Context: an optimization exercise on an open-source flow, tuned for small area and a short achievable clock period. The choices shown serve that exercise and are no tape-out recipe.
Function was checked by simulation only, so behaviour that the tests miss may differ from the original.

==> flow/design.v <==
module LIFSIM (
    input  wire        clk,
    input  wire        reset,
    input  wire [15:0] I_app,
    input  wire [15:0] I_fb,
    output wire [15:0] V_mem,
    output wire [15:0] V_out,
    output wire [15:0] U_leak,
    output wire [31:0] dU_dt,
    output wire [31:0] dV_dt
);
    reg [15:0] u_r;      
    reg [15:0] du_r;     
    reg [15:0] v_r;      
    reg [15:0] dv_r;     
    reg        fire_r;   
    reg        spk_r;    
    wire n1 = I_app[0] ^ I_fb[0];
    wire n2 = n1 ^ du_r[0];
    wire n3 = I_app[0] & I_fb[0];
    wire n4 = I_app[0] | I_fb[0];
    wire n5 = du_r[0] & n4;
    wire n6 = n3 | n5;
    wire n7 = I_app[1] ^ I_fb[1];
    wire n8 = n7 ^ du_r[1];
    wire n9 = I_app[1] & I_fb[1];
    wire n10 = I_app[1] | I_fb[1];
    wire n11 = du_r[1] & n10;
    wire n12 = n9 | n11;
    wire n13 = I_app[2] ^ I_fb[2];
    wire n14 = n13 ^ du_r[2];
    wire n15 = I_app[2] & I_fb[2];
    wire n16 = I_app[2] | I_fb[2];
    wire n17 = du_r[2] & n16;
    wire n18 = n15 | n17;
    wire n19 = I_app[3] ^ I_fb[3];
    wire n20 = n19 ^ du_r[3];
    wire n21 = I_app[3] & I_fb[3];
    wire n22 = I_app[3] | I_fb[3];
    wire n23 = du_r[3] & n22;
    wire n24 = n21 | n23;
    wire n25 = I_app[4] ^ I_fb[4];
    wire n26 = n25 ^ du_r[4];
    wire n27 = I_app[4] & I_fb[4];
    wire n28 = I_app[4] | I_fb[4];
    wire n29 = du_r[4] & n28;
    wire n30 = n27 | n29;
    wire n31 = I_app[5] ^ I_fb[5];
    wire n32 = n31 ^ du_r[5];
    wire n33 = I_app[5] & I_fb[5];
    wire n34 = I_app[5] | I_fb[5];
    wire n35 = du_r[5] & n34;
    wire n36 = n33 | n35;
    wire n37 = I_app[6] ^ I_fb[6];
    wire n38 = n37 ^ du_r[6];
    wire n39 = I_app[6] & I_fb[6];
    wire n40 = I_app[6] | I_fb[6];
    wire n41 = du_r[6] & n40;
    wire n42 = n39 | n41;
    wire n43 = I_app[7] ^ I_fb[7];
    wire n44 = n43 ^ du_r[7];
    wire n45 = I_app[7] & I_fb[7];
    wire n46 = I_app[7] | I_fb[7];
    wire n47 = du_r[7] & n46;
    wire n48 = n45 | n47;
    wire n49 = I_app[8] ^ I_fb[8];
    wire n50 = n49 ^ du_r[8];
    wire n51 = I_app[8] & I_fb[8];
    wire n52 = I_app[8] | I_fb[8];
    wire n53 = du_r[8] & n52;
    wire n54 = n51 | n53;
    wire n55 = I_app[9] ^ I_fb[9];
    wire n56 = n55 ^ du_r[9];
    wire n57 = I_app[9] & I_fb[9];
    wire n58 = I_app[9] | I_fb[9];
    wire n59 = du_r[9] & n58;
    wire n60 = n57 | n59;
    wire n61 = I_app[10] ^ I_fb[10];
    wire n62 = n61 ^ du_r[10];
    wire n63 = I_app[10] & I_fb[10];
    wire n64 = I_app[10] | I_fb[10];
    wire n65 = du_r[10] & n64;
    wire n66 = n63 | n65;
    wire n67 = I_app[11] ^ I_fb[11];
    wire n68 = n67 ^ du_r[11];
    wire n69 = I_app[11] & I_fb[11];
    wire n70 = I_app[11] | I_fb[11];
    wire n71 = du_r[11] & n70;
    wire n72 = n69 | n71;
    wire n73 = I_app[12] ^ I_fb[12];
    wire n74 = n73 ^ du_r[12];
    wire n75 = I_app[12] & I_fb[12];
    wire n76 = I_app[12] | I_fb[12];
    wire n77 = du_r[12] & n76;
    wire n78 = n75 | n77;
    wire n79 = I_app[13] ^ I_fb[13];
    wire n80 = n79 ^ du_r[13];
    wire n81 = I_app[13] & I_fb[13];
    wire n82 = I_app[13] | I_fb[13];
    wire n83 = du_r[13] & n82;
    wire n84 = n81 | n83;
    wire n85 = I_app[14] ^ I_fb[14];
    wire n86 = n85 ^ du_r[14];
    wire n87 = I_app[14] & I_fb[14];
    wire n88 = I_app[14] | I_fb[14];
    wire n89 = du_r[14] & n88;
    wire n90 = n87 | n89;
    wire n91 = I_app[15] ^ I_fb[15];
    wire n92 = n91 ^ du_r[15];
    wire n93 = I_app[15] & I_fb[15];
    wire n94 = I_app[15] | I_fb[15];
    wire n95 = du_r[15] & n94;
    wire n96 = n93 | n95;
    wire n97 = n8 ^ n6;
    wire n98 = n8 & n6;
    wire n99 = n14 ^ n12;
    wire n100 = n14 & n12;
    wire n101 = n20 ^ n18;
    wire n102 = n20 & n18;
    wire n103 = n26 ^ n24;
    wire n104 = n26 & n24;
    wire n105 = n32 ^ n30;
    wire n106 = n32 & n30;
    wire n107 = n38 ^ n36;
    wire n108 = n38 & n36;
    wire n109 = n44 ^ n42;
    wire n110 = n44 & n42;
    wire n111 = n50 ^ n48;
    wire n112 = n50 & n48;
    wire n113 = n56 ^ n54;
    wire n114 = n56 & n54;
    wire n115 = n62 ^ n60;
    wire n116 = n62 & n60;
    wire n117 = n68 ^ n66;
    wire n118 = n68 & n66;
    wire n119 = n74 ^ n72;
    wire n120 = n74 & n72;
    wire n121 = n80 ^ n78;
    wire n122 = n80 & n78;
    wire n123 = n86 ^ n84;
    wire n124 = n86 & n84;
    wire n125 = n92 ^ n90;
    wire n126 = n92 & n90;
    wire n127 = n97 & n2;
    wire n128 = n101 & n100;
    wire n129 = n102 | n128;
    wire n130 = n101 & n99;
    wire n131 = n105 & n104;
    wire n132 = n106 | n131;
    wire n133 = n105 & n103;
    wire n134 = n109 & n108;
    wire n135 = n110 | n134;
    wire n136 = n109 & n107;
    wire n137 = n113 & n112;
    wire n138 = n114 | n137;
    wire n139 = n113 & n111;
    wire n140 = n117 & n116;
    wire n141 = n118 | n140;
    wire n142 = n117 & n115;
    wire n143 = n121 & n120;
    wire n144 = n122 | n143;
    wire n145 = n121 & n119;
    wire n146 = n125 & n124;
    wire n147 = n126 | n146;
    wire n148 = n125 & n123;
    wire n149 = n130 & n98;
    wire n150 = n129 | n149;
    wire n151 = n130 & n127;
    wire n152 = n136 & n132;
    wire n153 = n135 | n152;
    wire n154 = n136 & n133;
    wire n155 = n142 & n138;
    wire n156 = n141 | n155;
    wire n157 = n142 & n139;
    wire n158 = n148 & n144;
    wire n159 = n147 | n158;
    wire n160 = n148 & n145;
    wire n161 = n154 & n150;
    wire n162 = n153 | n161;
    wire n163 = n154 & n151;
    wire n164 = n160 & n156;
    wire n165 = n159 | n164;
    wire n166 = n160 & n157;
    wire n167 = n166 & n162;
    wire n168 = n165 | n167;
    wire n169 = n166 & n163;
    wire n170 = n157 & n162;
    wire n171 = n156 | n170;
    wire n172 = n157 & n163;
    wire n173 = n133 & n150;
    wire n174 = n132 | n173;
    wire n175 = n133 & n151;
    wire n176 = n139 & n162;
    wire n177 = n138 | n176;
    wire n178 = n139 & n163;
    wire n179 = n145 & n171;
    wire n180 = n144 | n179;
    wire n181 = n145 & n172;
    wire n182 = n99 & n98;
    wire n183 = n100 | n182;
    wire n184 = n99 & n127;
    wire n185 = n103 & n150;
    wire n186 = n104 | n185;
    wire n187 = n103 & n151;
    wire n188 = n107 & n174;
    wire n189 = n108 | n188;
    wire n190 = n107 & n175;
    wire n191 = n111 & n162;
    wire n192 = n112 | n191;
    wire n193 = n111 & n163;
    wire n194 = n115 & n177;
    wire n195 = n116 | n194;
    wire n196 = n115 & n178;
    wire n197 = n119 & n171;
    wire n198 = n120 | n197;
    wire n199 = n119 & n172;
    wire n200 = n123 & n180;
    wire n201 = n124 | n200;
    wire n202 = n123 & n181;
    wire n203 = n99 ^ n98;
    wire n204 = n101 ^ n183;
    wire n205 = n103 ^ n150;
    wire n206 = n105 ^ n186;
    wire n207 = n107 ^ n174;
    wire n208 = n109 ^ n189;
    wire n209 = n111 ^ n162;
    wire n210 = n113 ^ n192;
    wire n211 = n115 ^ n177;
    wire n212 = n117 ^ n195;
    wire n213 = n119 ^ n171;
    wire n214 = n121 ^ n198;
    wire n215 = n123 ^ n180;
    wire n216 = n125 ^ n201;
    wire n217 = u_r[1] & u_r[0];
    wire n218 = u_r[1] & u_r[0];
    wire n219 = u_r[2] & n218;
    wire n220 = u_r[2] & u_r[1];
    wire n221 = u_r[4] & u_r[3];
    wire n222 = u_r[6] & u_r[5];
    wire n223 = u_r[8] & u_r[7];
    wire n224 = u_r[10] & u_r[9];
    wire n225 = u_r[12] & u_r[11];
    wire n226 = u_r[14] & u_r[13];
    wire n227 = u_r[3] & n219;
    wire n228 = u_r[3] & n220;
    wire n229 = n221 & n219;
    wire n230 = n221 & n220;
    wire n231 = u_r[7] & n222;
    wire n232 = n223 & n222;
    wire n233 = u_r[11] & n224;
    wire n234 = n225 & n224;
    wire n235 = u_r[15] & n226;
    wire n236 = u_r[5] & n229;
    wire n237 = u_r[5] & n230;
    wire n238 = n222 & n229;
    wire n239 = n222 & n230;
    wire n240 = n231 & n229;
    wire n241 = n231 & n230;
    wire n242 = n232 & n229;
    wire n243 = n232 & n230;
    wire n244 = u_r[13] & n234;
    wire n245 = n226 & n234;
    wire n246 = n235 & n234;
    wire n247 = u_r[9] & n242;
    wire n248 = u_r[9] & n243;
    wire n249 = n224 & n242;
    wire n250 = n224 & n243;
    wire n251 = n233 & n242;
    wire n252 = n233 & n243;
    wire n253 = n234 & n242;
    wire n254 = n234 & n243;
    wire n255 = n244 & n242;
    wire n256 = n244 & n243;
    wire n257 = n245 & n242;
    wire n258 = n245 & n243;
    wire n259 = n246 & n242;
    wire n260 = n246 & n243;
    wire n261 = u_r[1] ^ u_r[0];
    wire n262 = u_r[2] ^ n218;
    wire n263 = u_r[3] ^ n219;
    wire n264 = u_r[4] ^ n227;
    wire n265 = u_r[5] ^ n229;
    wire n266 = u_r[6] ^ n236;
    wire n267 = u_r[7] ^ n238;
    wire n268 = u_r[8] ^ n240;
    wire n269 = u_r[9] ^ n242;
    wire n270 = u_r[10] ^ n247;
    wire n271 = u_r[11] ^ n249;
    wire n272 = u_r[12] ^ n251;
    wire n273 = u_r[13] ^ n253;
    wire n274 = u_r[14] ^ n255;
    wire n275 = u_r[15] ^ n257;
    wire n276 = u_r[0] ^ dv_r[0];
    wire n277 = u_r[0] & dv_r[0];
    wire n278 = u_r[1] ^ dv_r[1];
    wire n279 = u_r[1] & dv_r[1];
    wire n280 = u_r[2] ^ dv_r[2];
    wire n281 = u_r[2] & dv_r[2];
    wire n282 = u_r[3] ^ dv_r[3];
    wire n283 = u_r[3] & dv_r[3];
    wire n284 = u_r[4] ^ dv_r[4];
    wire n285 = u_r[4] & dv_r[4];
    wire n286 = u_r[5] ^ dv_r[5];
    wire n287 = u_r[5] & dv_r[5];
    wire n288 = u_r[6] ^ dv_r[6];
    wire n289 = u_r[6] & dv_r[6];
    wire n290 = u_r[7] ^ dv_r[7];
    wire n291 = u_r[7] & dv_r[7];
    wire n292 = u_r[8] ^ dv_r[8];
    wire n293 = u_r[8] & dv_r[8];
    wire n294 = u_r[9] ^ dv_r[9];
    wire n295 = u_r[9] & dv_r[9];
    wire n296 = u_r[10] ^ dv_r[10];
    wire n297 = u_r[10] & dv_r[10];
    wire n298 = u_r[11] ^ dv_r[11];
    wire n299 = u_r[11] & dv_r[11];
    wire n300 = u_r[12] ^ dv_r[12];
    wire n301 = u_r[12] & dv_r[12];
    wire n302 = u_r[13] ^ dv_r[13];
    wire n303 = u_r[13] & dv_r[13];
    wire n304 = u_r[14] ^ dv_r[14];
    wire n305 = u_r[14] & dv_r[14];
    wire n306 = u_r[15] ^ dv_r[15];
    wire n307 = u_r[15] & dv_r[15];
    wire n308 = n278 & n277;
    wire n309 = n279 | n308;
    wire n310 = n278 & n276;
    wire n311 = n282 & n281;
    wire n312 = n283 | n311;
    wire n313 = n282 & n280;
    wire n314 = n286 & n285;
    wire n315 = n287 | n314;
    wire n316 = n286 & n284;
    wire n317 = n290 & n289;
    wire n318 = n291 | n317;
    wire n319 = n290 & n288;
    wire n320 = n294 & n293;
    wire n321 = n295 | n320;
    wire n322 = n294 & n292;
    wire n323 = n298 & n297;
    wire n324 = n299 | n323;
    wire n325 = n298 & n296;
    wire n326 = n302 & n301;
    wire n327 = n303 | n326;
    wire n328 = n302 & n300;
    wire n329 = n306 & n305;
    wire n330 = n307 | n329;
    wire n331 = n306 & n304;
    wire n332 = n280 & n309;
    wire n333 = n281 | n332;
    wire n334 = n280 & n310;
    wire n335 = n313 & n309;
    wire n336 = n312 | n335;
    wire n337 = n313 & n310;
    wire n338 = n288 & n315;
    wire n339 = n289 | n338;
    wire n340 = n288 & n316;
    wire n341 = n319 & n315;
    wire n342 = n318 | n341;
    wire n343 = n319 & n316;
    wire n344 = n296 & n321;
    wire n345 = n297 | n344;
    wire n346 = n296 & n322;
    wire n347 = n325 & n321;
    wire n348 = n324 | n347;
    wire n349 = n325 & n322;
    wire n350 = n304 & n327;
    wire n351 = n305 | n350;
    wire n352 = n304 & n328;
    wire n353 = n331 & n327;
    wire n354 = n330 | n353;
    wire n355 = n331 & n328;
    wire n356 = n284 & n336;
    wire n357 = n285 | n356;
    wire n358 = n284 & n337;
    wire n359 = n316 & n336;
    wire n360 = n315 | n359;
    wire n361 = n316 & n337;
    wire n362 = n340 & n336;
    wire n363 = n339 | n362;
    wire n364 = n340 & n337;
    wire n365 = n343 & n336;
    wire n366 = n342 | n365;
    wire n367 = n343 & n337;
    wire n368 = n300 & n348;
    wire n369 = n301 | n368;
    wire n370 = n300 & n349;
    wire n371 = n328 & n348;
    wire n372 = n327 | n371;
    wire n373 = n328 & n349;
    wire n374 = n352 & n348;
    wire n375 = n351 | n374;
    wire n376 = n352 & n349;
    wire n377 = n355 & n348;
    wire n378 = n354 | n377;
    wire n379 = n355 & n349;
    wire n380 = n292 & n366;
    wire n381 = n293 | n380;
    wire n382 = n292 & n367;
    wire n383 = n322 & n366;
    wire n384 = n321 | n383;
    wire n385 = n322 & n367;
    wire n386 = n346 & n366;
    wire n387 = n345 | n386;
    wire n388 = n346 & n367;
    wire n389 = n349 & n366;
    wire n390 = n348 | n389;
    wire n391 = n349 & n367;
    wire n392 = n370 & n366;
    wire n393 = n369 | n392;
    wire n394 = n370 & n367;
    wire n395 = n373 & n366;
    wire n396 = n372 | n395;
    wire n397 = n373 & n367;
    wire n398 = n376 & n366;
    wire n399 = n375 | n398;
    wire n400 = n376 & n367;
    wire n401 = n379 & n366;
    wire n402 = n378 | n401;
    wire n403 = n379 & n367;
    wire n404 = n278 ^ n277;
    wire n405 = n280 ^ n309;
    wire n406 = n282 ^ n333;
    wire n407 = n284 ^ n336;
    wire n408 = n286 ^ n357;
    wire n409 = n288 ^ n360;
    wire n410 = n290 ^ n363;
    wire n411 = n292 ^ n366;
    wire n412 = n294 ^ n381;
    wire n413 = n296 ^ n384;
    wire n414 = n298 ^ n387;
    wire n415 = n300 ^ n390;
    wire n416 = n302 ^ n393;
    wire n417 = n304 ^ n396;
    wire n418 = n306 ^ n399;
    wire [20:0] pp0;
    wire [15:0] pp0_m0 = 16'h5555;
    assign pp0[0] = pp0_m0[v_r[3:0]];
    wire [15:0] pp0_m1 = 16'h3333;
    assign pp0[1] = pp0_m1[v_r[3:0]];
    wire [15:0] pp0_m2 = 16'ha5a5;
    assign pp0[2] = pp0_m2[v_r[3:0]];
    wire [15:0] pp0_m3 = 16'hc639;
    assign pp0[3] = pp0_m3[v_r[3:0]];
    wire [15:0] pp0_m4 = 16'had6b;
    assign pp0[4] = pp0_m4[v_r[3:0]];
    wire [15:0] pp0_m5 = 16'h9ce7;
    assign pp0[5] = pp0_m5[v_r[3:0]];
    wire [15:0] pp0_m6 = 16'hd6b5;
    assign pp0[6] = pp0_m6[v_r[3:0]];
    wire [15:0] pp0_m7 = 16'he739;
    assign pp0[7] = pp0_m7[v_r[3:0]];
    wire [15:0] pp0_m8 = 16'had6b;
    assign pp0[8] = pp0_m8[v_r[3:0]];
    wire [15:0] pp0_m9 = 16'h9ce7;
    assign pp0[9] = pp0_m9[v_r[3:0]];
    wire [15:0] pp0_m10 = 16'hd6b5;
    assign pp0[10] = pp0_m10[v_r[3:0]];
    wire [15:0] pp0_m11 = 16'he739;
    assign pp0[11] = pp0_m11[v_r[3:0]];
    wire [15:0] pp0_m12 = 16'had6b;
    assign pp0[12] = pp0_m12[v_r[3:0]];
    wire [15:0] pp0_m13 = 16'h9ce7;
    assign pp0[13] = pp0_m13[v_r[3:0]];
    wire [15:0] pp0_m14 = 16'h7c1f;
    assign pp0[14] = pp0_m14[v_r[3:0]];
    wire [15:0] pp0_m15 = 16'h03ff;
    assign pp0[15] = pp0_m15[v_r[3:0]];
    wire [15:0] pp0_m16 = 16'haaaa;
    assign pp0[16] = pp0_m16[v_r[3:0]];
    wire [15:0] pp0_m17 = 16'hcccc;
    assign pp0[17] = pp0_m17[v_r[3:0]];
    wire [15:0] pp0_m18 = 16'hf0f0;
    assign pp0[18] = pp0_m18[v_r[3:0]];
    wire [15:0] pp0_m19 = 16'hff00;
    assign pp0[19] = pp0_m19[v_r[3:0]];
    wire [15:0] pp0_m20 = 16'h0000;
    assign pp0[20] = pp0_m20[v_r[3:0]];
    wire [19:0] pp1;
    wire [15:0] pp1_m0 = 16'haaaa;
    assign pp1[0] = pp1_m0[v_r[7:4]];
    wire [15:0] pp1_m1 = 16'h6666;
    assign pp1[1] = pp1_m1[v_r[7:4]];
    wire [15:0] pp1_m2 = 16'hb4b4;
    assign pp1[2] = pp1_m2[v_r[7:4]];
    wire [15:0] pp1_m3 = 16'hc738;
    assign pp1[3] = pp1_m3[v_r[7:4]];
    wire [15:0] pp1_m4 = 16'had6a;
    assign pp1[4] = pp1_m4[v_r[7:4]];
    wire [15:0] pp1_m5 = 16'h9ce6;
    assign pp1[5] = pp1_m5[v_r[7:4]];
    wire [15:0] pp1_m6 = 16'hd6b4;
    assign pp1[6] = pp1_m6[v_r[7:4]];
    wire [15:0] pp1_m7 = 16'he738;
    assign pp1[7] = pp1_m7[v_r[7:4]];
    wire [15:0] pp1_m8 = 16'had6a;
    assign pp1[8] = pp1_m8[v_r[7:4]];
    wire [15:0] pp1_m9 = 16'h9ce6;
    assign pp1[9] = pp1_m9[v_r[7:4]];
    wire [15:0] pp1_m10 = 16'hd6b4;
    assign pp1[10] = pp1_m10[v_r[7:4]];
    wire [15:0] pp1_m11 = 16'he738;
    assign pp1[11] = pp1_m11[v_r[7:4]];
    wire [15:0] pp1_m12 = 16'had6a;
    assign pp1[12] = pp1_m12[v_r[7:4]];
    wire [15:0] pp1_m13 = 16'h9ce6;
    assign pp1[13] = pp1_m13[v_r[7:4]];
    wire [15:0] pp1_m14 = 16'h7c1e;
    assign pp1[14] = pp1_m14[v_r[7:4]];
    wire [15:0] pp1_m15 = 16'h03fe;
    assign pp1[15] = pp1_m15[v_r[7:4]];
    wire [15:0] pp1_m16 = 16'h5554;
    assign pp1[16] = pp1_m16[v_r[7:4]];
    wire [15:0] pp1_m17 = 16'h9998;
    assign pp1[17] = pp1_m17[v_r[7:4]];
    wire [15:0] pp1_m18 = 16'he1e0;
    assign pp1[18] = pp1_m18[v_r[7:4]];
    wire [15:0] pp1_m19 = 16'hfe00;
    assign pp1[19] = pp1_m19[v_r[7:4]];
    wire [19:0] pp2;
    wire [15:0] pp2_m0 = 16'haaaa;
    assign pp2[0] = pp2_m0[v_r[11:8]];
    wire [15:0] pp2_m1 = 16'h6666;
    assign pp2[1] = pp2_m1[v_r[11:8]];
    wire [15:0] pp2_m2 = 16'hb4b4;
    assign pp2[2] = pp2_m2[v_r[11:8]];
    wire [15:0] pp2_m3 = 16'hc738;
    assign pp2[3] = pp2_m3[v_r[11:8]];
    wire [15:0] pp2_m4 = 16'had6a;
    assign pp2[4] = pp2_m4[v_r[11:8]];
    wire [15:0] pp2_m5 = 16'h9ce6;
    assign pp2[5] = pp2_m5[v_r[11:8]];
    wire [15:0] pp2_m6 = 16'hd6b4;
    assign pp2[6] = pp2_m6[v_r[11:8]];
    wire [15:0] pp2_m7 = 16'he738;
    assign pp2[7] = pp2_m7[v_r[11:8]];
    wire [15:0] pp2_m8 = 16'had6a;
    assign pp2[8] = pp2_m8[v_r[11:8]];
    wire [15:0] pp2_m9 = 16'h9ce6;
    assign pp2[9] = pp2_m9[v_r[11:8]];
    wire [15:0] pp2_m10 = 16'hd6b4;
    assign pp2[10] = pp2_m10[v_r[11:8]];
    wire [15:0] pp2_m11 = 16'he738;
    assign pp2[11] = pp2_m11[v_r[11:8]];
    wire [15:0] pp2_m12 = 16'had6a;
    assign pp2[12] = pp2_m12[v_r[11:8]];
    wire [15:0] pp2_m13 = 16'h9ce6;
    assign pp2[13] = pp2_m13[v_r[11:8]];
    wire [15:0] pp2_m14 = 16'h7c1e;
    assign pp2[14] = pp2_m14[v_r[11:8]];
    wire [15:0] pp2_m15 = 16'h03fe;
    assign pp2[15] = pp2_m15[v_r[11:8]];
    wire [15:0] pp2_m16 = 16'h5554;
    assign pp2[16] = pp2_m16[v_r[11:8]];
    wire [15:0] pp2_m17 = 16'h9998;
    assign pp2[17] = pp2_m17[v_r[11:8]];
    wire [15:0] pp2_m18 = 16'he1e0;
    assign pp2[18] = pp2_m18[v_r[11:8]];
    wire [15:0] pp2_m19 = 16'hfe00;
    assign pp2[19] = pp2_m19[v_r[11:8]];
    wire [19:0] pp3;
    wire [15:0] pp3_m0 = 16'haaaa;
    assign pp3[0] = pp3_m0[v_r[15:12]];
    wire [15:0] pp3_m1 = 16'h6666;
    assign pp3[1] = pp3_m1[v_r[15:12]];
    wire [15:0] pp3_m2 = 16'hb4b4;
    assign pp3[2] = pp3_m2[v_r[15:12]];
    wire [15:0] pp3_m3 = 16'hc738;
    assign pp3[3] = pp3_m3[v_r[15:12]];
    wire [15:0] pp3_m4 = 16'had6a;
    assign pp3[4] = pp3_m4[v_r[15:12]];
    wire [15:0] pp3_m5 = 16'h9ce6;
    assign pp3[5] = pp3_m5[v_r[15:12]];
    wire [15:0] pp3_m6 = 16'hd6b4;
    assign pp3[6] = pp3_m6[v_r[15:12]];
    wire [15:0] pp3_m7 = 16'he738;
    assign pp3[7] = pp3_m7[v_r[15:12]];
    wire [15:0] pp3_m8 = 16'had6a;
    assign pp3[8] = pp3_m8[v_r[15:12]];
    wire [15:0] pp3_m9 = 16'h9ce6;
    assign pp3[9] = pp3_m9[v_r[15:12]];
    wire [15:0] pp3_m10 = 16'hd6b4;
    assign pp3[10] = pp3_m10[v_r[15:12]];
    wire [15:0] pp3_m11 = 16'he738;
    assign pp3[11] = pp3_m11[v_r[15:12]];
    wire [15:0] pp3_m12 = 16'had6a;
    assign pp3[12] = pp3_m12[v_r[15:12]];
    wire [15:0] pp3_m13 = 16'h9ce6;
    assign pp3[13] = pp3_m13[v_r[15:12]];
    wire [15:0] pp3_m14 = 16'h7c1e;
    assign pp3[14] = pp3_m14[v_r[15:12]];
    wire [15:0] pp3_m15 = 16'h03fe;
    assign pp3[15] = pp3_m15[v_r[15:12]];
    wire [15:0] pp3_m16 = 16'h5554;
    assign pp3[16] = pp3_m16[v_r[15:12]];
    wire [15:0] pp3_m17 = 16'h9998;
    assign pp3[17] = pp3_m17[v_r[15:12]];
    wire [15:0] pp3_m18 = 16'he1e0;
    assign pp3[18] = pp3_m18[v_r[15:12]];
    wire [15:0] pp3_m19 = 16'hfe00;
    assign pp3[19] = pp3_m19[v_r[15:12]];
    wire n419 = pp0[12] ^ pp1[8];
    wire n420 = pp0[12] & pp1[8];
    wire n421 = pp0[13] ^ pp1[9];
    wire n422 = n421 ^ pp2[5];
    wire n423 = pp0[13] & pp1[9];
    wire n424 = pp0[13] | pp1[9];
    wire n425 = pp2[5] & n424;
    wire n426 = n423 | n425;
    wire n427 = pp0[14] ^ pp1[10];
    wire n428 = n427 ^ pp2[6];
    wire n429 = pp0[14] & pp1[10];
    wire n430 = pp0[14] | pp1[10];
    wire n431 = pp2[6] & n430;
    wire n432 = n429 | n431;
    wire n433 = pp0[15] ^ pp1[11];
    wire n434 = n433 ^ pp2[7];
    wire n435 = pp0[15] & pp1[11];
    wire n436 = pp0[15] | pp1[11];
    wire n437 = pp2[7] & n436;
    wire n438 = n435 | n437;
    wire n439 = pp0[16] ^ pp1[12];
    wire n440 = n439 ^ pp2[8];
    wire n441 = pp0[16] & pp1[12];
    wire n442 = pp0[16] | pp1[12];
    wire n443 = pp2[8] & n442;
    wire n444 = n441 | n443;
    wire n445 = pp0[17] ^ pp1[13];
    wire n446 = n445 ^ pp2[9];
    wire n447 = pp0[17] & pp1[13];
    wire n448 = pp0[17] | pp1[13];
    wire n449 = pp2[9] & n448;
    wire n450 = n447 | n449;
    wire n451 = pp0[18] ^ pp1[14];
    wire n452 = n451 ^ pp2[10];
    wire n453 = pp0[18] & pp1[14];
    wire n454 = pp0[18] | pp1[14];
    wire n455 = pp2[10] & n454;
    wire n456 = n453 | n455;
    wire n457 = pp0[19] ^ pp1[15];
    wire n458 = n457 ^ pp2[11];
    wire n459 = pp0[19] & pp1[15];
    wire n460 = pp0[19] | pp1[15];
    wire n461 = pp2[11] & n460;
    wire n462 = n459 | n461;
    wire n463 = pp0[20] ^ pp1[16];
    wire n464 = n463 ^ pp2[12];
    wire n465 = pp0[20] & pp1[16];
    wire n466 = pp0[20] | pp1[16];
    wire n467 = pp2[12] & n466;
    wire n468 = n465 | n467;
    wire n469 = pp1[17] ^ pp2[13];
    wire n470 = pp1[17] & pp2[13];
    wire n471 = pp1[18] ^ pp2[14];
    wire n472 = pp1[18] & pp2[14];
    wire n473 = pp1[19] ^ pp2[15];
    wire n474 = pp1[19] & pp2[15];
    wire n475 = pp0[8] ^ pp1[4];
    wire n476 = pp0[8] & pp1[4];
    wire n477 = pp0[9] ^ pp1[5];
    wire n478 = n477 ^ pp2[1];
    wire n479 = pp0[9] & pp1[5];
    wire n480 = pp0[9] | pp1[5];
    wire n481 = pp2[1] & n480;
    wire n482 = n479 | n481;
    wire n483 = pp0[10] ^ pp1[6];
    wire n484 = n483 ^ pp2[2];
    wire n485 = pp0[10] & pp1[6];
    wire n486 = pp0[10] | pp1[6];
    wire n487 = pp2[2] & n486;
    wire n488 = n485 | n487;
    wire n489 = pp0[11] ^ pp1[7];
    wire n490 = n489 ^ pp2[3];
    wire n491 = pp0[11] & pp1[7];
    wire n492 = pp0[11] | pp1[7];
    wire n493 = pp2[3] & n492;
    wire n494 = n491 | n493;
    wire n495 = pp2[4] ^ pp3[0];
    wire n496 = n495 ^ n419;
    wire n497 = pp2[4] & pp3[0];
    wire n498 = pp2[4] | pp3[0];
    wire n499 = n419 & n498;
    wire n500 = n497 | n499;
    wire n501 = pp3[1] ^ n420;
    wire n502 = n501 ^ n422;
    wire n503 = pp3[1] & n420;
    wire n504 = pp3[1] | n420;
    wire n505 = n422 & n504;
    wire n506 = n503 | n505;
    wire n507 = pp3[2] ^ n426;
    wire n508 = n507 ^ n428;
    wire n509 = pp3[2] & n426;
    wire n510 = pp3[2] | n426;
    wire n511 = n428 & n510;
    wire n512 = n509 | n511;
    wire n513 = pp3[3] ^ n432;
    wire n514 = n513 ^ n434;
    wire n515 = pp3[3] & n432;
    wire n516 = pp3[3] | n432;
    wire n517 = n434 & n516;
    wire n518 = n515 | n517;
    wire n519 = pp3[4] ^ n438;
    wire n520 = n519 ^ n440;
    wire n521 = pp3[4] & n438;
    wire n522 = pp3[4] | n438;
    wire n523 = n440 & n522;
    wire n524 = n521 | n523;
    wire n525 = pp3[5] ^ n444;
    wire n526 = n525 ^ n446;
    wire n527 = pp3[5] & n444;
    wire n528 = pp3[5] | n444;
    wire n529 = n446 & n528;
    wire n530 = n527 | n529;
    wire n531 = pp3[6] ^ n450;
    wire n532 = n531 ^ n452;
    wire n533 = pp3[6] & n450;
    wire n534 = pp3[6] | n450;
    wire n535 = n452 & n534;
    wire n536 = n533 | n535;
    wire n537 = pp3[7] ^ n456;
    wire n538 = n537 ^ n458;
    wire n539 = pp3[7] & n456;
    wire n540 = pp3[7] | n456;
    wire n541 = n458 & n540;
    wire n542 = n539 | n541;
    wire n543 = pp3[8] ^ n462;
    wire n544 = n543 ^ n464;
    wire n545 = pp3[8] & n462;
    wire n546 = pp3[8] | n462;
    wire n547 = n464 & n546;
    wire n548 = n545 | n547;
    wire n549 = pp3[9] ^ n468;
    wire n550 = n549 ^ n469;
    wire n551 = pp3[9] & n468;
    wire n552 = pp3[9] | n468;
    wire n553 = n469 & n552;
    wire n554 = n551 | n553;
    wire n555 = pp3[10] ^ n470;
    wire n556 = n555 ^ n471;
    wire n557 = pp3[10] & n470;
    wire n558 = pp3[10] | n470;
    wire n559 = n471 & n558;
    wire n560 = n557 | n559;
    wire n561 = pp3[11] ^ n472;
    wire n562 = n561 ^ n473;
    wire n563 = pp3[11] & n472;
    wire n564 = pp3[11] | n472;
    wire n565 = n473 & n564;
    wire n566 = n563 | n565;
    wire n567 = pp2[16] ^ pp3[12];
    wire n568 = n567 ^ n474;
    wire n569 = pp2[16] & pp3[12];
    wire n570 = pp2[16] | pp3[12];
    wire n571 = n474 & n570;
    wire n572 = n569 | n571;
    wire n573 = pp2[17] ^ pp3[13];
    wire n574 = pp2[17] & pp3[13];
    wire n575 = pp2[18] ^ pp3[14];
    wire n576 = pp2[18] & pp3[14];
    wire n577 = pp2[19] ^ pp3[15];
    wire n578 = pp2[19] & pp3[15];
    wire n579 = pp0[4] ^ pp1[0];
    wire n580 = pp0[4] & pp1[0];
    wire n581 = pp0[5] ^ pp1[1];
    wire n582 = pp0[5] & pp1[1];
    wire n583 = pp0[6] ^ pp1[2];
    wire n584 = pp0[6] & pp1[2];
    wire n585 = pp0[7] ^ pp1[3];
    wire n586 = pp0[7] & pp1[3];
    wire n587 = pp2[0] ^ n475;
    wire n588 = pp2[0] & n475;
    wire n589 = n476 ^ n478;
    wire n590 = n476 & n478;
    wire n591 = n482 ^ n484;
    wire n592 = n482 & n484;
    wire n593 = n488 ^ n490;
    wire n594 = n488 & n490;
    wire n595 = n494 ^ n496;
    wire n596 = n494 & n496;
    wire n597 = n500 ^ n502;
    wire n598 = n500 & n502;
    wire n599 = n506 ^ n508;
    wire n600 = n506 & n508;
    wire n601 = n512 ^ n514;
    wire n602 = n512 & n514;
    wire n603 = n518 ^ n520;
    wire n604 = n518 & n520;
    wire n605 = n524 ^ n526;
    wire n606 = n524 & n526;
    wire n607 = n530 ^ n532;
    wire n608 = n530 & n532;
    wire n609 = n536 ^ n538;
    wire n610 = n536 & n538;
    wire n611 = n542 ^ n544;
    wire n612 = n542 & n544;
    wire n613 = n548 ^ n550;
    wire n614 = n548 & n550;
    wire n615 = n554 ^ n556;
    wire n616 = n554 & n556;
    wire n617 = n560 ^ n562;
    wire n618 = n560 & n562;
    wire n619 = n566 ^ n568;
    wire n620 = n566 & n568;
    wire n621 = n572 ^ n573;
    wire n622 = n572 & n573;
    wire n623 = n574 ^ n575;
    wire n624 = n574 & n575;
    wire n625 = n576 ^ n577;
    wire n626 = n576 & n577;
    wire n627 = pp3[16] ^ n578;
    wire n628 = pp3[16] & n578;
    wire n629 = pp0[1] & pp0[0];
    wire n630 = pp0[3] & pp0[2];
    wire n631 = n581 & n580;
    wire n632 = n582 | n631;
    wire n633 = n581 & n579;
    wire n634 = n585 & n584;
    wire n635 = n586 | n634;
    wire n636 = n585 & n583;
    wire n637 = n589 & n588;
    wire n638 = n590 | n637;
    wire n639 = n589 & n587;
    wire n640 = n593 & n592;
    wire n641 = n594 | n640;
    wire n642 = n593 & n591;
    wire n643 = n597 & n596;
    wire n644 = n598 | n643;
    wire n645 = n597 & n595;
    wire n646 = n601 & n600;
    wire n647 = n602 | n646;
    wire n648 = n601 & n599;
    wire n649 = n605 & n604;
    wire n650 = n606 | n649;
    wire n651 = n605 & n603;
    wire n652 = n609 & n608;
    wire n653 = n610 | n652;
    wire n654 = n609 & n607;
    wire n655 = n613 & n612;
    wire n656 = n614 | n655;
    wire n657 = n613 & n611;
    wire n658 = n617 & n616;
    wire n659 = n618 | n658;
    wire n660 = n617 & n615;
    wire n661 = n621 & n620;
    wire n662 = n622 | n661;
    wire n663 = n621 & n619;
    wire n664 = n625 & n624;
    wire n665 = n626 | n664;
    wire n666 = n625 & n623;
    wire n667 = pp3[17] & n628;
    wire n668 = pp3[17] & n627;
    wire n669 = pp3[19] & pp3[18];
    wire n670 = pp0[2] & n629;
    wire n671 = n630 & n629;
    wire n672 = n583 & n632;
    wire n673 = n584 | n672;
    wire n674 = n583 & n633;
    wire n675 = n636 & n632;
    wire n676 = n635 | n675;
    wire n677 = n636 & n633;
    wire n678 = n591 & n638;
    wire n679 = n592 | n678;
    wire n680 = n591 & n639;
    wire n681 = n642 & n638;
    wire n682 = n641 | n681;
    wire n683 = n642 & n639;
    wire n684 = n599 & n644;
    wire n685 = n600 | n684;
    wire n686 = n599 & n645;
    wire n687 = n648 & n644;
    wire n688 = n647 | n687;
    wire n689 = n648 & n645;
    wire n690 = n607 & n650;
    wire n691 = n608 | n690;
    wire n692 = n607 & n651;
    wire n693 = n654 & n650;
    wire n694 = n653 | n693;
    wire n695 = n654 & n651;
    wire n696 = n615 & n656;
    wire n697 = n616 | n696;
    wire n698 = n615 & n657;
    wire n699 = n660 & n656;
    wire n700 = n659 | n699;
    wire n701 = n660 & n657;
    wire n702 = n623 & n662;
    wire n703 = n624 | n702;
    wire n704 = n623 & n663;
    wire n705 = n666 & n662;
    wire n706 = n665 | n705;
    wire n707 = n666 & n663;
    wire n708 = pp3[18] & n667;
    wire n709 = pp3[18] & n668;
    wire n710 = n669 & n667;
    wire n711 = n669 & n668;
    wire n712 = n579 & n671;
    wire n713 = n633 & n671;
    wire n714 = n674 & n671;
    wire n715 = n677 & n671;
    wire n716 = n595 & n682;
    wire n717 = n596 | n716;
    wire n718 = n595 & n683;
    wire n719 = n645 & n682;
    wire n720 = n644 | n719;
    wire n721 = n645 & n683;
    wire n722 = n686 & n682;
    wire n723 = n685 | n722;
    wire n724 = n686 & n683;
    wire n725 = n689 & n682;
    wire n726 = n688 | n725;
    wire n727 = n689 & n683;
    wire n728 = n611 & n694;
    wire n729 = n612 | n728;
    wire n730 = n611 & n695;
    wire n731 = n657 & n694;
    wire n732 = n656 | n731;
    wire n733 = n657 & n695;
    wire n734 = n698 & n694;
    wire n735 = n697 | n734;
    wire n736 = n698 & n695;
    wire n737 = n701 & n694;
    wire n738 = n700 | n737;
    wire n739 = n701 & n695;
    wire n740 = n627 & n706;
    wire n741 = n628 | n740;
    wire n742 = n627 & n707;
    wire n743 = n668 & n706;
    wire n744 = n667 | n743;
    wire n745 = n668 & n707;
    wire n746 = n709 & n706;
    wire n747 = n708 | n746;
    wire n748 = n709 & n707;
    wire n749 = n711 & n706;
    wire n750 = n710 | n749;
    wire n751 = n711 & n707;
    wire n752 = n587 & n676;
    wire n753 = n588 | n752;
    wire n754 = n587 & n715;
    wire n755 = n639 & n676;
    wire n756 = n638 | n755;
    wire n757 = n639 & n715;
    wire n758 = n680 & n676;
    wire n759 = n679 | n758;
    wire n760 = n680 & n715;
    wire n761 = n683 & n676;
    wire n762 = n682 | n761;
    wire n763 = n683 & n715;
    wire n764 = n718 & n676;
    wire n765 = n717 | n764;
    wire n766 = n718 & n715;
    wire n767 = n721 & n676;
    wire n768 = n720 | n767;
    wire n769 = n721 & n715;
    wire n770 = n724 & n676;
    wire n771 = n723 | n770;
    wire n772 = n724 & n715;
    wire n773 = n727 & n676;
    wire n774 = n726 | n773;
    wire n775 = n727 & n715;
    wire n776 = n619 & n738;
    wire n777 = n620 | n776;
    wire n778 = n619 & n739;
    wire n779 = n663 & n738;
    wire n780 = n662 | n779;
    wire n781 = n663 & n739;
    wire n782 = n704 & n738;
    wire n783 = n703 | n782;
    wire n784 = n704 & n739;
    wire n785 = n707 & n738;
    wire n786 = n706 | n785;
    wire n787 = n707 & n739;
    wire n788 = n742 & n738;
    wire n789 = n741 | n788;
    wire n790 = n742 & n739;
    wire n791 = n745 & n738;
    wire n792 = n744 | n791;
    wire n793 = n745 & n739;
    wire n794 = n748 & n738;
    wire n795 = n747 | n794;
    wire n796 = n748 & n739;
    wire n797 = n751 & n738;
    wire n798 = n750 | n797;
    wire n799 = n751 & n739;
    wire n800 = n603 & n774;
    wire n801 = n604 | n800;
    wire n802 = n603 & n775;
    wire n803 = n651 & n774;
    wire n804 = n650 | n803;
    wire n805 = n651 & n775;
    wire n806 = n692 & n774;
    wire n807 = n691 | n806;
    wire n808 = n692 & n775;
    wire n809 = n695 & n774;
    wire n810 = n694 | n809;
    wire n811 = n695 & n775;
    wire n812 = n730 & n774;
    wire n813 = n729 | n812;
    wire n814 = n730 & n775;
    wire n815 = n733 & n774;
    wire n816 = n732 | n815;
    wire n817 = n733 & n775;
    wire n818 = n736 & n774;
    wire n819 = n735 | n818;
    wire n820 = n736 & n775;
    wire n821 = n739 & n774;
    wire n822 = n738 | n821;
    wire n823 = n739 & n775;
    wire n824 = n778 & n774;
    wire n825 = n777 | n824;
    wire n826 = n778 & n775;
    wire n827 = n781 & n774;
    wire n828 = n780 | n827;
    wire n829 = n781 & n775;
    wire n830 = n784 & n774;
    wire n831 = n783 | n830;
    wire n832 = n784 & n775;
    wire n833 = n787 & n774;
    wire n834 = n786 | n833;
    wire n835 = n787 & n775;
    wire n836 = n790 & n774;
    wire n837 = n789 | n836;
    wire n838 = n790 & n775;
    wire n839 = n793 & n774;
    wire n840 = n792 | n839;
    wire n841 = n793 & n775;
    wire n842 = n796 & n774;
    wire n843 = n795 | n842;
    wire n844 = n796 & n775;
    wire n845 = n799 & n774;
    wire n846 = n798 | n845;
    wire n847 = n799 & n775;
    wire n848 = n581 ^ n580;
    wire n849 = n583 ^ n632;
    wire n850 = n585 ^ n673;
    wire n851 = n587 ^ n676;
    wire n852 = n589 ^ n753;
    wire n853 = n591 ^ n756;
    wire n854 = n593 ^ n759;
    wire n855 = n595 ^ n762;
    wire n856 = n597 ^ n765;
    wire n857 = n599 ^ n768;
    wire n858 = n601 ^ n771;
    wire n859 = n603 ^ n774;
    wire n860 = n605 ^ n801;
    wire n861 = n607 ^ n804;
    wire n862 = n609 ^ n807;
    wire n863 = n611 ^ n810;
    wire n864 = n613 ^ n813;
    wire n865 = n615 ^ n816;
    wire n866 = n617 ^ n819;
    wire n867 = n619 ^ n822;
    wire n868 = n621 ^ n825;
    wire n869 = n623 ^ n828;
    wire n870 = n625 ^ n831;
    wire n871 = n627 ^ n834;
    wire n872 = pp3[17] ^ n837;
    wire n873 = pp3[18] ^ n840;
    wire n874 = pp3[19] ^ n843;
    wire [15:0] u_n  = {n216, n215, n214, n213, n212, n211, n210, n209, n208, n207, n206, n205, n204, n203, n97, n2};
    wire [15:0] du_n = {n259, n275, n274, n273, n272, n271, n270, n269, n268, n267, n266, n265, n264, n263, n262, n261};
    wire [15:0] v_n  = {n418, n417, n416, n415, n414, n413, n412, n411, n410, n409, n408, n407, n406, n405, n404, n276};
    wire [15:0] dv_n = {n874, n873, n872, n871, n870, n869, n868, n867, n866, n865, n864, n863, n862, n861, n860, n859};
    always @(posedge clk) begin
        if (reset) begin
            u_r    <= 16'd0;
            du_r   <= 16'd0;
            v_r    <= 16'd0;
            dv_r   <= 16'd0;
            fire_r <= 1'b0;
            spk_r  <= 1'b0;
        end else begin
            u_r    <= u_n;
            du_r   <= du_n;
            fire_r <= $signed(v_r) >= 16'sd3277;
            spk_r  <= fire_r;
            if (fire_r) begin
                v_r  <= 16'd0;
                dv_r <= 16'd0;
            end else begin
                v_r  <= v_n;
                dv_r <= dv_n;
            end
        end
    end
    assign V_mem  = v_r;
    assign V_out  = {15'd0, spk_r};
    assign U_leak = u_r;
    assign dU_dt  = {16'd0, du_r};
    assign dV_dt  = {16'd0, dv_r};
endmodule
==> flow/flow/run.sh <==
#!/bin/bash
# Standard ORFS layout; only synthesis's abc mapping (flow/my_synth.tcl) and the port
# buffer cell differ. Each tool's output goes to a log in this folder.
set -euo pipefail
W=$(pwd)
export MY_ABC_SCRIPT=$W/flow/abc_main.script
export MY_CONE_SCRIPT=$W/flow/abc_cone.script
export MY_NO_FA=1
PORTBUF=$(cat $W/flow/portbuf 2>/dev/null || echo sky130_fd_sc_hd__buf_1)
bash standard.sh SYNTH_SCRIPT=$W/flow/my_synth.tcl "BUFFER_PORTS_ARGS=-buffer_cell $PORTBUF" $(cat $W/flow/extra 2>/dev/null || true) finish > $W/make_finish.log 2>&1
==> flow/flow/abc_cone.script <==
strash
dch -f
map -D 700
topo
upsize -D 700
dnsize -D 700
==> flow/flow/abc_main.script <==
strash
dch -f
map -D 2000
topo
upsize -D 2000
dnsize -D 2000
==> flow/flow/extra <==
SKIP_REPAIR_TIE_FANOUT=1
==> flow/flow/my_synth.tcl <==
proc synth {args} { yosys synth -nofsm -noshare {*}$args }
# Same synthesis as synth_recipe.tcl, with a different abc script and delay target.
proc abc {args} {
  set out {}
  set skip 0
  foreach a $args {
    if { $skip } { set skip 0; continue }
    if { $a eq "-script" || $a eq "-D" } { set skip 1; continue }
    lappend out $a
  }
  if { [info exists ::env(MY_ABC_SCRIPT)] && $::env(MY_ABC_SCRIPT) ne "" } {
    lappend out -script $::env(MY_ABC_SCRIPT)
  } else {
    lappend out -script $::env(SCRIPTS_DIR)/abc_speed.script
  }
  if { [info exists ::env(MY_ABC_D)] && $::env(MY_ABC_D) ne "" } {
    lappend out -D $::env(MY_ABC_D)
  }
  if { [info exists ::env(MY_CONE_SCRIPT)] && $::env(MY_CONE_SCRIPT) ne "" } {
    # map the input cone of the U_leak registers first, with its own (tighter) script
    set cone {}
    foreach a $out { lappend cone $a }
    set i [lsearch $cone -script]
    set cone [lreplace $cone [expr {$i + 1}] [expr {$i + 1}] $::env(MY_CONE_SCRIPT)]
    yosys select -set ucone c:u_r* %ci*:-sky130_fd_sc_hd__dfxtp_1\[Q\]
    yosys select -list @ucone
    yosys abc {*}$cone @ucone
  }
  yosys abc {*}$out
}
if { [info exists ::env(MY_NO_FA)] && $::env(MY_NO_FA) eq "1" } {
  proc extract_fa {args} { puts "extract_fa skipped" }
}
source $::env(SCRIPTS_DIR)/synth.tcl
# left out here: clear keep_hierarchy, flatten, clean up, hide names made inside functions, write 1_2_yosys.v
==> flow/standard.sh <==
#!/bin/bash
# synth_recipe.tcl (not shown) runs the flow's synth.tcl, then flattens the netlist and writes it again
# the make line also repeats each setting of config.mk as NAME=value (left out here)
make -C /OpenROAD-flow-scripts/flow DESIGN_CONFIG=/design/flow/config.mk WORK_HOME=/design/flow/orfs CLKGATE_MAP_FILE= SYNTH_SCRIPT=/design/flow/synth_recipe.tcl "${@:-finish}"
==> flow/config.mk <==
export PLATFORM = sky130hd
export DESIGN_NAME = LIFSIM
export DESIGN_NICKNAME = LIFSIM
export VERILOG_FILES = /design/flow/design.v
export SDC_FILE = /design/flow/constraint.sdc
export NUM_CORES = 4
export LEC_CHECK = 0
export CAP_MARGIN = 20
export CORE_MARGIN = 2
export CORE_UTILIZATION = 60
export SETUP_SLACK_MARGIN = 4.0
export SLEW_MARGIN = 20
==> flow/constraint.sdc <==
create_clock -name core_clock -period 7.0 [get_ports {clk}]
set_input_delay 1.4000 -clock core_clock [delete_from_list [all_inputs] [get_ports {clk}]]
set_output_delay 1.4000 -clock core_clock [all_outputs]
set_load 0.01 [all_outputs]
==> run notes, run 1 <==
Placer Congestion - 0.966
Final min period - 3.06 ns
Die Span Y - 109 um
initial antenna violation count - 0
first-pass GRT wire length - 26.9 mm
via count - 7349
CP Class - flop to flop
max cap viols - 0
wire per inst - 13.4 um
post-synth top area cell - dfxtp_1
proportion of synthesized chip area in sequential cells - 20.2%
CP arrival - 3.29 ns
vias in the first global route - 6020
worst-case clock buffer depth - 2
# diodes - 0
RSZ-0062 raised after global routing - yes
hold slack - 0.421 ns
Syn Inst Count - 1100
Worst slew margin - 60.5%
Yosys warning total - 1
average size of a mapped cell - 5.96 um^2
layout cells sized above 1 - 20.8%
Core Footprint - 0.0107 mm^2
DRT iter0 DRCs - 442
Hold Fails Final Rpt - 0
sequential cell area - 0.00137 mm^2
Worst-Margin Slew - 0.587 ns
CP most frequent cell - nand2_1
Reg clk slew, reported paths - 0.08 ns
global route total overflow - 0
clock latency on the worst-skew pair - 0.35 ns
vias per cell - 5.50
port buffer count - 98
H-Tree Depth - 3
Crit. End Element - flop
final setup fails - 0
Initial Utilization - 61.0%
Syn-to-layout area delta - 20.5%
commonest cells after routing, fill and taps aside - nand2_1, nor2_1, clkinv_1
Die ar. - 0.0118 mm^2
CTS tree - done
DRC errors left - 0
DP Wirelength - 13.0 mm
Fmax - 327 MHz
Primary FF master, synth - dfxtp_1
#FFs+latches synth - 66
Synth top area share - 20.2%
status - timing/DRC/antenna clean
final instance area - 0.00790 mm^2
crit-path max FO - 8
placed instance area - 0.00675 mm^2
crit path cell chain - nand2_1, nand2_1, inv_2, o211ai_1, o21ai_2, inv_2, nand2_1, nand2_1, nand2_1, nand2_1, nor2_4, o21bai_1, nand4_1, a211oi_2, buf_4, a21oi_4, buf_12, o21ai_4, nand2_1, nor3b_2
Ports - 146
data required time at the worst endpoint - 7.23 ns
CP top delay family - simple AND/OR/NAND/NOR gates
DIE WIDTH - 109 um
pin count of the biggest net entering global routing - 48
clk sink count - 66
nets - 1225
Final Cycle Share - 43.7%
multi-input logic area - 0.00498 mm^2
crit path buf inv count - 4
Max Slew Vio Count - 0
# rows - 38
startpoint types - flop
CP max stage delay - 0.44 ns
Root Buffer - clkbuf_8
number of flops mapped to enable cells by yosys - 0
Tightest Hold Check Type - flop to flop
TNS Setup - 0 ns
Netlist cell types - 62
CP max-delay cell - dfxtp_4
Area contributors post-synth - dfxtp_1, nand2_1, nor2_1
final WL - 18.0 mm
Synth async-reset ratio - 0%
drt first pass iters - 7
aggregate global-route resource usage - 28.1%
Syn Std Cell Area - 0.00655 mm^2
filler instances - 916
Final Skew - 0.0131 ns
most common cell after layout, fill and taps aside - nand2_1
DRT antenna net count - 0
CTS Buf Count - 9
[worst register-to-register path, delay by kind of cell (launching register included)]
family	cells	cell delay, ns
AOI/OAI and AO/OA	6	0.88
buffers and inverters	4	0.54
DFF	1	0.44
and+or+nand+nor	10	1.05
[repair_timing]
action,CTS,global route
endpoints found under the setup margin,18,28
pin swaps,9,38
gates cloned,0,0
buffers inserted,11,17
resized for setup,60,125
hold buffers,0,0
[layer usage]
metal | GRT usage [%] | wire length, um | up-vias
met3 | 5.24 | 1160 | 43
met1 | 38.2 | 8170 | 3257
met4 | 5.77 | 323 | 0
met5 | 0 | 0 | -
li1 | - | - | 3780
met2 | 46.6 | 8310 | 269
[through the flow]
step	utilization, %	worst slack, ns	cells
3_3_place_gp	62.8	3.73	1292
6_report	73.5	3.94	1336
2_1_floorplan	-	4.19	1100
5_1_grt	73.5	3.72	1336
4_1_cts	67.9	3.96	1319
3_5_place_dp	62.8	3.70	1292
[path summary, 6_finish.rpt]
path	endpoint	slack, ns	cells after the start	start
worst max-delay path	dv_r[8]	3.94	20	v_r[9]
worst max register to register	dv_r[8]	3.94	20	v_r[9]
worst min-delay path	spk_r	0.42	2	fire_r
worst min register to register	spk_r	0.42	2	fire_r
[flip-flops by register name (all words and copies together) (netlist names)]
name,flops
du_r,16
u_r,16
v_r,16
fire_r,1
spk_r,1
dv_r,16
[cell type report]
class / count / area share, %
clock buffers: 10 / 1.74
flip-flops and latches: 66 / 17.3
clock inverters: 6 / 1.44
well taps: 140 / 2.22
multi-input cells: 854 / 63.1
repair buffers: 128 / 7.86
inverters: 132 / 6.37
[synth_stat cells (all sizes together) (6+ instances only)]
master and count:
clkinv 112, dfxtp 66, nand2 267, nor3 13, a21boi 7, o21bai 9, xor2 33, a21oi 89
nand4 16, inv 20, a31oi 7, buf 48, xnor2 12, nor2 161, o211ai 10, a21o 6
or2 20, nand3 54, and2 9, o21ai 100
[logic make-up after synthesis]
kind of cell | count (synthesis) | share of synthesized area, %
AOI/OAI and AO/OA | 253 | 23.3
xor gates and xnor gates | 45 | 6.70
adders and majority gates | 2 | 0.325
buffers and inverters | 180 | 13.1
DFF | 66 | 20.2
other | 1 | 0.0572
and+or+nand+nor | 553 | 36.4
==> run 2, diff against run 1 <==
--- a/flow/flow/run.sh
+++ b/flow/flow/run.sh
@@ -9,2 +9,2 @@
 PORTBUF=$(cat $W/flow/portbuf 2>/dev/null || echo sky130_fd_sc_hd__buf_1)
-bash standard.sh SYNTH_SCRIPT=$W/flow/my_synth.tcl "BUFFER_PORTS_ARGS=-buffer_cell $PORTBUF" $(cat $W/flow/extra 2>/dev/null || true) finish > $W/make_finish.log 2>&1
+bash standard.sh SYNTH_SCRIPT=$W/flow/my_synth.tcl "BUFFER_PORTS_ARGS=-buffer_cell $PORTBUF" finish > $W/make_finish.log 2>&1
--- a/flow/config.mk
+++ b/flow/config.mk
@@ -10,3 +10,2 @@
 export CORE_UTILIZATION = 60
-export SETUP_SLACK_MARGIN = 4.0
 export SLEW_MARGIN = 20
removed: flow/flow/extra
==> run 2 against run 1 <==
Clock-buffer cell count rose by 1. Still clean on timing, DRC and antenna. Critical path type unchanged. Area after synthesis did not move. Critical path depth fell by 2. First-iteration DRC count fell by 12%.
==> run notes, run 2 <==
Placer Congestion - 0.914
commonest cells after routing, fill and taps aside - nand2_1, nor2_1, clkinv_1
final setup fails - 0
most common cell after layout, fill and taps aside - nand2_1
first-pass GRT wire length - 25.9 mm
CP arrival - 3.69 ns
Max Slew Vio Count - 0
data required time at the worst endpoint - 7.28 ns
Die ar. - 0.0118 mm^2
crit path cell chain - nand2_1, clkinv_1, nor2_1, o21ai_1, a21boi_1, clkinv_1, nand2_1, nand2_1, xor2_2, xor2_2, nand2_1, nor2_1, nand2_1, o21bai_2, nand3_1, nand4_1, nand2_1, a21oi_1
final WL - 16.1 mm
Primary FF master, synth - dfxtp_1
clk sink count - 66
DRC errors left - 0
Yosys warning total - 1
Reg2Reg Depth - 18
Synth async-reset ratio - 0%
DRT iter0 DRCs - 388
most common cell in the netlist - nand2_1
number of flops mapped to enable cells by yosys - 0
Tightest Hold Check Type - flop to flop
global route total overflow - 0
# diodes - 0
CTS Buf Count - 9
port buffer count - 98
TNS Setup - 0 ns
R2R Path Start - v_r[12]
DIE WIDTH - 109 um
DRT antenna net count - 0
clock latency on the worst-skew pair - 0.35 ns
status - timing/DRC/antenna clean
via count - 7121
CP most frequent cell - nand2_1
initial antenna violation count - 0
CP max-delay cell - a21boi_1
hold buffer count at CTS - 0
hold endpoint - spk_r
worst-case clock buffer depth - 2
hold slack - 0.423 ns
drt first pass iters - 5
# rows - 38
Netlist cell types - 62
Fmax - 293 MHz
Area contributors post-synth - dfxtp_1, nand2_1, nor2_1
Ports - 146
crit-path max FO - 8
multi-input logic area - 0.00455 mm^2
CTS tree - done
CP max stage delay - 0.47 ns
nets - 1243
vias per cell - 5.26
H-Tree Depth - 3
Final Skew - 0.0109 ns
Syn-to-layout area delta - 8.25%
Initial Utilization - 61.0%
Setup Fix Bufs, Post-CTS - 0
Worst-Margin Slew - 0.598 ns
startpoint types - flop
proportion of synthesized chip area in sequential cells - 20.2%
post-layout util - 66.0%
Commonest cells post-synth - nand2_1, nor2_1, clkinv_1, a21oi_1, o21ai_0
filler instances - 1090
post-cts sizing count - 0
pin count of the biggest net entering global routing - 23
DP Wirelength - 13.2 mm
Reg clk slew, reported paths - 0.08 ns
RSZ-0062 raised after global routing - no
Core Footprint - 0.0107 mm^2
Syn Inst Count - 1100
#FFs+latches synth - 66
post-synth top area cell - dfxtp_1
average size of a mapped cell - 5.96 um^2
CP Class - flop to flop
aggregate global-route resource usage - 27.3%
Syn Std Cell Area - 0.00655 mm^2
Root Buffer - clkbuf_8
sequential cell area - 0.00132 mm^2
vias in the first global route - 5823
Hold Fails Final Rpt - 0
Crit. End Element - flop
capturing point of the worst reg2reg path - dv_r[12]
min-delay src - fire_r
layout cells sized above 1 - 7.58%
worst reg2reg setup slack - 3.59 ns
Synth top area share - 20.2%
hold depth - 2
wire per inst - 11.9 um
Die Span Y - 109 um
max cap viols - 0
Worst slew margin - 60.0%
Final min period - 3.41 ns
Final Cycle Share - 48.7%
-- run 2: critical path, delay by kind of cell, from the launching register on --
kind                      cells  cell delay [ns]
AOI/OAI and AO/OA             4             0.94
and+or+nand+nor              10             1.22
buffers and inverters         2             0.28
xor gates and xnor gates      2             0.48
DFF                           1             0.39
-- run 2: stage by stage --
| step | cell area (um^2) | worst slack [ns] | instances |
|---|---|---|---|
| floorplan | 6730 | 4.19 | 1146 |
| global placement | 6920 | 3.69 | 1338 |
| detailed placement | 6920 | 3.63 | 1338 |
| CTS | 7090 | 3.62 | 1353 |
| global route | 7090 | 3.15 | 1353 |
| finish | 7090 | 3.59 | 1353 |
-- run 2: kinds of logic after synthesis --
family	Yosys count	synth area share [%]
adders and majority gates	2	0.325
and+or+nand+nor	553	36.4
xor gates and xnor gates	45	6.70
DFF	66	20.2
other	1	0.0572
buffers and inverters	180	13.1
AOI/OAI and AO/OA	253	23.3
-- run 2: worst max path at each step --
stage          startpoint        to
2_1_floorplan     v_r[14]  dv_r[13]
3_3_place_gp      v_r[12]  dv_r[12]
3_5_place_dp      v_r[12]  dv_r[12]
4_1_cts           v_r[12]  dv_r[12]
5_1_grt           v_r[13]  dv_r[14]
6_report          v_r[12]  dv_r[12]
-- run 2: final cells by class --
class	instances	share of cell area [%]
multi-input combinational	900	64.1
sequential	66	18.6
inverter	132	6.98
timing repair buffer	100	5.40
tap	140	2.47
clock buffer	11	1.99
clock inverter	4	0.406
-- run 2: per-layer routing --
layer | GRT usage [%] | vias to the layer above | share of wire (%)
met5 | 0 | - | 0
met4 | 5.49 | 0 | 1.2
met3 | 6.45 | 19 | 7.6
met2 | 45.0 | 247 | 44
met1 | 36.5 | 3085 | 47
li1 | - | 3770 | -

port drivers added, routing unchanged:
The results above use ideal ports. As a check the final layouts listed here were re-extracted and re-timed, cells and wires unchanged.
Step 1: set_driving_cell puts a clkbuf_16 on clk and a buf_2 on each other input, an assumption about the parent block.
Step 2 adds t to the input delays and takes it off the output delays; t is the mean of the earliest and latest rising clock arrival at the registers after step 1. Input paths then give back, and output paths get back, about the clock's delay inside the block.
a / b / c = ideal ports / drivers / drivers and shift; a / b = the first two.
run	shift t [ns]	slack for setup (ns)	clock arrival spread, ns	worst slew at a driven data input, ns
run 1	0.378	3.939 / 3.939 / 3.769	0.013 / 0.014	0.03
run 2	0.380	3.590 / 3.590 / 3.590	0.011 / 0.010	0.03
After both steps every run listed still meets setup and hold. For run 1, which loses most, drivers alone change the setup slack by 0.000 ns; drivers and shift together by -0.170 ns.
